Source: an optimization exercise on an open RTL-to-GDS flow (aim: a short achievable clock period and few clock cycles). Production flows keep margins and buffers that such runs may drop.
The RTL was checked by simulation tests, not by an equivalence proof against the original design.

==> yarrow: inputs <==
Design mips_soc, start of the top module:
module mips_soc (
    input wire        clk,
    input wire        rst,
    input wire [ 4:0] ra3,
    input wire [31:0] gpi1,
    input wire [31:0] gpi2,
    input wire [31:0] instr,
    output wire [31:0] rd3,
    output wire [31:0] pc_current,
    output wire        we_dm,
    output wire [31:0] wd_dm,
    output wire [31:0] alu_out,
    output wire [31:0] gpo1,
    output wire [31:0] gpo2
);
==> flow/config.mk <==
export PLATFORM = sky130hd
export DESIGN_NAME = mips_soc
export DESIGN_NICKNAME = mips_soc
export VERILOG_FILES = /design/flow/design.v
export SDC_FILE = /design/flow/constraint.sdc
export NUM_CORES = 4
export LEC_CHECK = 0
export ABC_CLOCK_PERIOD_IN_PS = 7000
export CAP_MARGIN = 35
export CORE_MARGIN = 2
export CORE_UTILIZATION = 40
export SLEW_MARGIN = 20
==> flow/constraint.sdc <==
create_clock -name core_clock -period 14.0 [get_ports {clk}]
set_input_delay 2.8000 -clock core_clock [delete_from_list [all_inputs] [get_ports {clk}]]
set_output_delay 2.8000 -clock core_clock [all_outputs]
set_load 0.01 [all_outputs]
standard.sh (not shown) runs the stock make flow with config.mk's settings and CLKGATE_MAP_FILE= SYNTH_SCRIPT=/design/flow/synth_recipe.tcl, a recipe that flattens the netlist after the stock synthesis.
==> flow/flow/run.sh <==
#!/bin/bash
set -euo pipefail
export SETUP_SLACK_MARGIN=7
bash standard.sh finish > standard_flow.log 2>&1
==> inputs of lagoon, as changes to yarrow <==
--- a/flow/design.v
+++ b/flow/design.v
@@ -99,31 +99,21 @@
   reg  [31:0] e2_a, e2_b, e2_imm;
   reg  [ 4:0] e2_sh;
   reg  [ 6:0] e2_alusel;
   reg e2_s_asum, e2_s_ld;
   reg         e_st;
-  reg  [31:0] e_mbase, e_moff, e_sd;
+  reg  [31:0] e_addr, e_sd;
   reg         m1v, m2v;
   reg  [31:0] ma, mb;
   reg  [31:0] p00, p01, p10, p11;
-  reg         ic_v  [32];
-  reg  [ 4:0] ic_tag[32];
-  reg  [31:0] ic_d  [32];
-  reg  [31:0] pf_q;   
-  reg         hA_q, hB_q;
+  reg         ic_v  [16];
+  reg  [25:0] ic_tag[16];
+  reg  [31:0] ic_d  [16];
   wire [31:0] res1, res2;   
   wire [31:0] pc4 = pc_q + 32'd4;
   wire [31:0] pc8 = pc_q + 32'd8;
-  wire [ 4:0] ixA = pc_q[6:2];
-  wire [ 4:0] ixB = pc4[6:2];
-  wire        hitA = hA_q;
-  wire        hitB = hB_q;
-  wire [31:0] pf_d = pf_q - pc_q;
-  wire        pf_go = (pf_d[31:6] == 26'd0);
-  wire        pf_hold = hitA && hitB && !pf_go;   
-  assign pc_current = !hitA ? pc_q : !hitB ? pc4 : pf_q;
-  wire [31:0] iA = hitA ? ic_d[ixA] : instr;
+  wire [31:0] iA = instr;
   wire        A_alu, A_addi, A_lw, A_sw, A_beq, A_j, A_jal, A_jr, A_multu, A_mfhi, A_mflo;
   wire        A_we, A_simple;
   wire [ 6:0] A_alusel;
   wire [ 4:0] A_wa;
   mips_idec decA (
@@ -131,12 +121,13 @@
       .beq(A_beq), .j(A_j), .jal(A_jal), .jr(A_jr), .multu(A_multu), .mfhi(A_mfhi),
       .mflo(A_mflo), .we(A_we), .wa(A_wa), .simple(A_simple)
   );
   wire [4:0] A_rs = iA[25:21];
   wire [4:0] A_rt = iA[20:16];
-  wire        vB = hitA || hitB;
-  wire [31:0] iB = hitB ? ic_d[ixB] : instr;
+  wire [ 3:0] ixB = pc4[5:2];
+  wire        hitB = ic_v[ixB] && (ic_tag[ixB] == pc4[31:6]);
+  wire [31:0] iB = ic_d[ixB];
   wire        B_alu, B_addi, B_lw, B_sw, B_beq, B_j, B_jal, B_jr, B_multu, B_mfhi, B_mflo;
   wire        B_we, B_simple;
   wire [ 6:0] B_alusel;
   wire [ 4:0] B_wa;
   mips_idec decB (
@@ -158,15 +149,19 @@
   wire [31:0] A_rt_v = A_rt_d2 ? res2 : A_rt_d1 ? res1 : A_rt_rf;
   wire [31:0] B_rs_v = B_rs_d2 ? res2 : B_rs_d1 ? res1 : B_rs_rf;
   wire [31:0] B_rt_v = B_rt_d2 ? res2 : B_rt_d1 ? res1 : B_rt_rf;
   wire [31:0] A_sext = {{16{iA[15]}}, iA[15:0]};
   wire [31:0] B_sext = {{16{iB[15]}}, iB[15:0]};
+  wire [31:0] A_addr = A_rs_rf + A_sext;
+  wire [31:0] B_addr = B_rs_rf + B_sext;
   wire        A_mem = A_lw | A_sw;
   wire        B_mem = B_lw | B_sw;
-  wire        f_stall = (A_mfhi || A_mflo) && (e_mul || m1v);
-  wire        dual = A_simple && vB && B_simple && !(A_mem && B_mem) &&
-                     !(A_we && ((A_wa == B_rs) || (A_wa == B_rt))) && !f_stall;
+  wire        f_stall = (A_mem && (A_rs_d1 || A_rs_d2)) ||
+                        ((A_mfhi || A_mflo) && (e_mul || m1v));
+  wire        dual = A_simple && hitB && B_simple && !(A_mem && B_mem) &&
+                     !(A_we && ((A_wa == B_rs) || (A_wa == B_rt))) &&
+                     !(B_mem && (B_rs_d1 || B_rs_d2)) && !f_stall;
   wire        beq_same = (A_rs == A_rt);
   wire        f_taken = A_beq && (beq_same || (A_rs_v == A_rt_v));
   wire [31:0] bta = pc4 + {A_sext[29:0], 2'b00};
   wire [31:0] jta = {pc4[31:28], iA[25:0], 2'b00};
   localparam int NB = 4;
@@ -197,11 +192,10 @@
   wire        f_uncond = A_j || (A_beq && beq_same);
   wire [31:0] f_utgt = A_j ? jta : bta;
   wire        bt_fill = f_uncond && last_ok;
   wire        f_ctl = f_taken || A_j || A_jal || A_jr;
   wire        f_fold = dual ? btB_hit : btA_hit;
-  wire [31:0] e_addr = e_mbase + e_moff;
   wire        a_ram = (e_addr[31:8] == 24'h0);
   wire        a_fact = (e_addr[31:8] == 24'h8);
   wire        a_gpio = (e_addr[31:8] == 24'h9);
   reg  [31:0] fact_rd, gpio_rd;
   always_comb begin
@@ -249,10 +243,11 @@
       4'd11: fact_tab = 32'd39916800;
       4'd12: fact_tab = 32'd479001600;
       default: fact_tab = 32'd0;
     endcase
   end
+  assign pc_current = pc_q;
   assign we_dm = e_st;
   assign alu_out = e_addr;
   assign wd_dm = e_sd;
   assign gpo1 = gpo1_q;
   assign gpo2 = gpo2_q;
@@ -293,75 +288,20 @@
     e2_sh     <= iB[10:6];
     e2_alusel <= B_alusel;
     e2_s_asum <= B_addi;
     e2_s_ld   <= B_lw;
     e_st      <= (!kill && A_sw) || (dual_ok && B_sw);
-    e_mbase   <= A_mem ? A_rs_v : B_rs_v;
-    e_moff    <= A_mem ? A_sext : B_sext;
+    e_addr    <= A_mem ? A_addr : B_addr;
     e_sd      <= A_mem ? A_rt_v : B_rt_v;
   end
-  wire        fill = !pf_hold;
-  function automatic logic look(input logic [31:0] y, input logic v, input logic [4:0] tag,
-                                input logic [31:0] fa, input logic fe);
-    if (fe && fa[6:2] == y[6:2]) look = (fa[31:2] == y[31:2]) && (y[31:12] == 20'd0);
-    else look = v && (tag == y[11:7]) && (y[31:12] == 20'd0);
-  endfunction
-  wire [31:0] pc12 = pc_q + 32'd12;
-  wire [31:0] tA = {btA_dst, 2'b00};
-  wire [31:0] tA4 = tA + 32'd4;
-  wire [31:0] tB = {btB_dst, 2'b00};
-  wire [31:0] tB4 = tB + 32'd4;
-  wire        l_pc = look(pc_q, ic_v[pc_q[6:2]], ic_tag[pc_q[6:2]], pc_current, fill);
-  wire        l_pc4 = look(pc4, ic_v[pc4[6:2]], ic_tag[pc4[6:2]], pc_current, fill);
-  wire        l_pc8 = look(pc8, ic_v[pc8[6:2]], ic_tag[pc8[6:2]], pc_current, fill);
-  wire        l_pc12 = look(pc12, ic_v[pc12[6:2]], ic_tag[pc12[6:2]], pc_current, fill);
-  wire        l_tA = look(tA, ic_v[tA[6:2]], ic_tag[tA[6:2]], pc_current, fill);
-  wire        l_tA4 = look(tA4, ic_v[tA4[6:2]], ic_tag[tA4[6:2]], pc_current, fill);
-  wire        l_tB = look(tB, ic_v[tB[6:2]], ic_tag[tB[6:2]], pc_current, fill);
-  wire        l_tB4 = look(tB4, ic_v[tB4[6:2]], ic_tag[tB4[6:2]], pc_current, fill);
-  wire [31:0] bta4 = bta + 32'd4;
-  wire [31:0] jta4 = jta + 32'd4;
-  wire        l_bta = look(bta, ic_v[bta[6:2]], ic_tag[bta[6:2]], pc_current, fill);
-  wire        l_bta4 = look(bta4, ic_v[bta4[6:2]], ic_tag[bta4[6:2]], pc_current, fill);
-  wire        l_jta = look(jta, ic_v[jta[6:2]], ic_tag[jta[6:2]], pc_current, fill);
-  wire        l_jta4 = look(jta4, ic_v[jta4[6:2]], ic_tag[jta4[6:2]], pc_current, fill);
   always @(posedge clk) begin
     if (rst) begin
-      hA_q <= 1'b0;
-      hB_q <= 1'b0;
-    end else if (f_stall) begin
-      hA_q <= l_pc;
-      hB_q <= l_pc4;
-    end else if (f_taken) begin
-      hA_q <= l_bta;
-      hB_q <= l_bta4;
-    end else if (A_j || A_jal) begin
-      hA_q <= l_jta;
-      hB_q <= l_jta4;
-    end else if (A_jr) begin
-      hA_q <= 1'b0;
-      hB_q <= 1'b0;
-    end else if (f_fold) begin
-      hA_q <= dual ? l_tB : l_tA;
-      hB_q <= dual ? l_tB4 : l_tA4;
-    end else if (dual) begin
-      hA_q <= l_pc8;
-      hB_q <= l_pc12;
+      for (i = 0; i < 16; i = i + 1) ic_v[i] <= 1'b0;
     end else begin
-      hA_q <= l_pc4;
-      hB_q <= l_pc8;
-    end
-  end
-  always @(posedge clk) begin
-    if (rst) begin
-      for (i = 0; i < 32; i = i + 1) ic_v[i] <= 1'b0;
-      pf_q <= 32'd0;
-    end else if (!pf_hold) begin
-      ic_v[pc_current[6:2]]   <= 1'b1;
-      ic_tag[pc_current[6:2]] <= pc_current[11:7];
-      ic_d[pc_current[6:2]]   <= instr;
-      pf_q <= pc_current + 32'd4;
+      ic_v[pc_q[5:2]]   <= 1'b1;
+      ic_tag[pc_q[5:2]] <= pc_q[31:6];
+      ic_d[pc_q[5:2]]   <= instr;
     end
   end
   always @(posedge clk) begin
     if (rst) begin
       for (int k = 0; k < NB; k++) bt_v[k] <= 1'b0;
Settings changed: CAP_MARGIN 35 to 20, CORE_UTILIZATION 40 to 55, PLACE_DENSITY from default to 0.65.
==> qor summary <==
item                                                                            lagoon                  yarrow
Number of register bits inferred by synthesis                                     4933                    5260
TritonCTS buffer count                                                             526                     605
Adder and majority gate portion of the synthesized area                          8.92%                   7.66%
Placer congestion estimate                                                        1.24                    1.15
Placed Instance Area                                                        313000 µm²              373000 µm²
Cell Rows                                                                          270                     342
Instance count of the mapped netlist                                             29100                   35100
Synth top area share                                                             32.8%                   30.3%
Cells resized by post-CTS repair                                                  1580                    1974
XOR/XNOR Fraction of Synth Area                                                  2.06%                   2.77%
Die boundary height                                                             739 µm                  936 µm
Result of the run                                               stopped before the end  stopped before the end
Last stage reached                                                             5_1_grt                 5_1_grt
Portion of the post-synthesis area used by sequential elements                   44.2%                   40.4%
Die Wd                                                                          739 µm                  936 µm
Per-instance average area after synthesis                                     10.2 µm²                9.89 µm²
Compound-Gate Fraction of Synth Area                                             16.7%                   18.2%
Proportion of synthesized area in mux cells                                      8.39%                   10.9%
Placed wire-length estimate                                                    1200 mm                 1540 mm
Library cells used by synthesis                                                    112                     117
DP Worst Slack                                                                 3.31 ns                 2.50 ns
Total standard cell area after synthesis                                    297000 µm²              347000 µm²
Placed Cells                                                                     35400                   45400
CTS sink cnt                                                                      4933                    5260
Testbench counts of yarrow, summed over its fixed seeds: cycles 23,856.
Testbench counts of lagoon, summed over its fixed seeds: cycles 25,203.
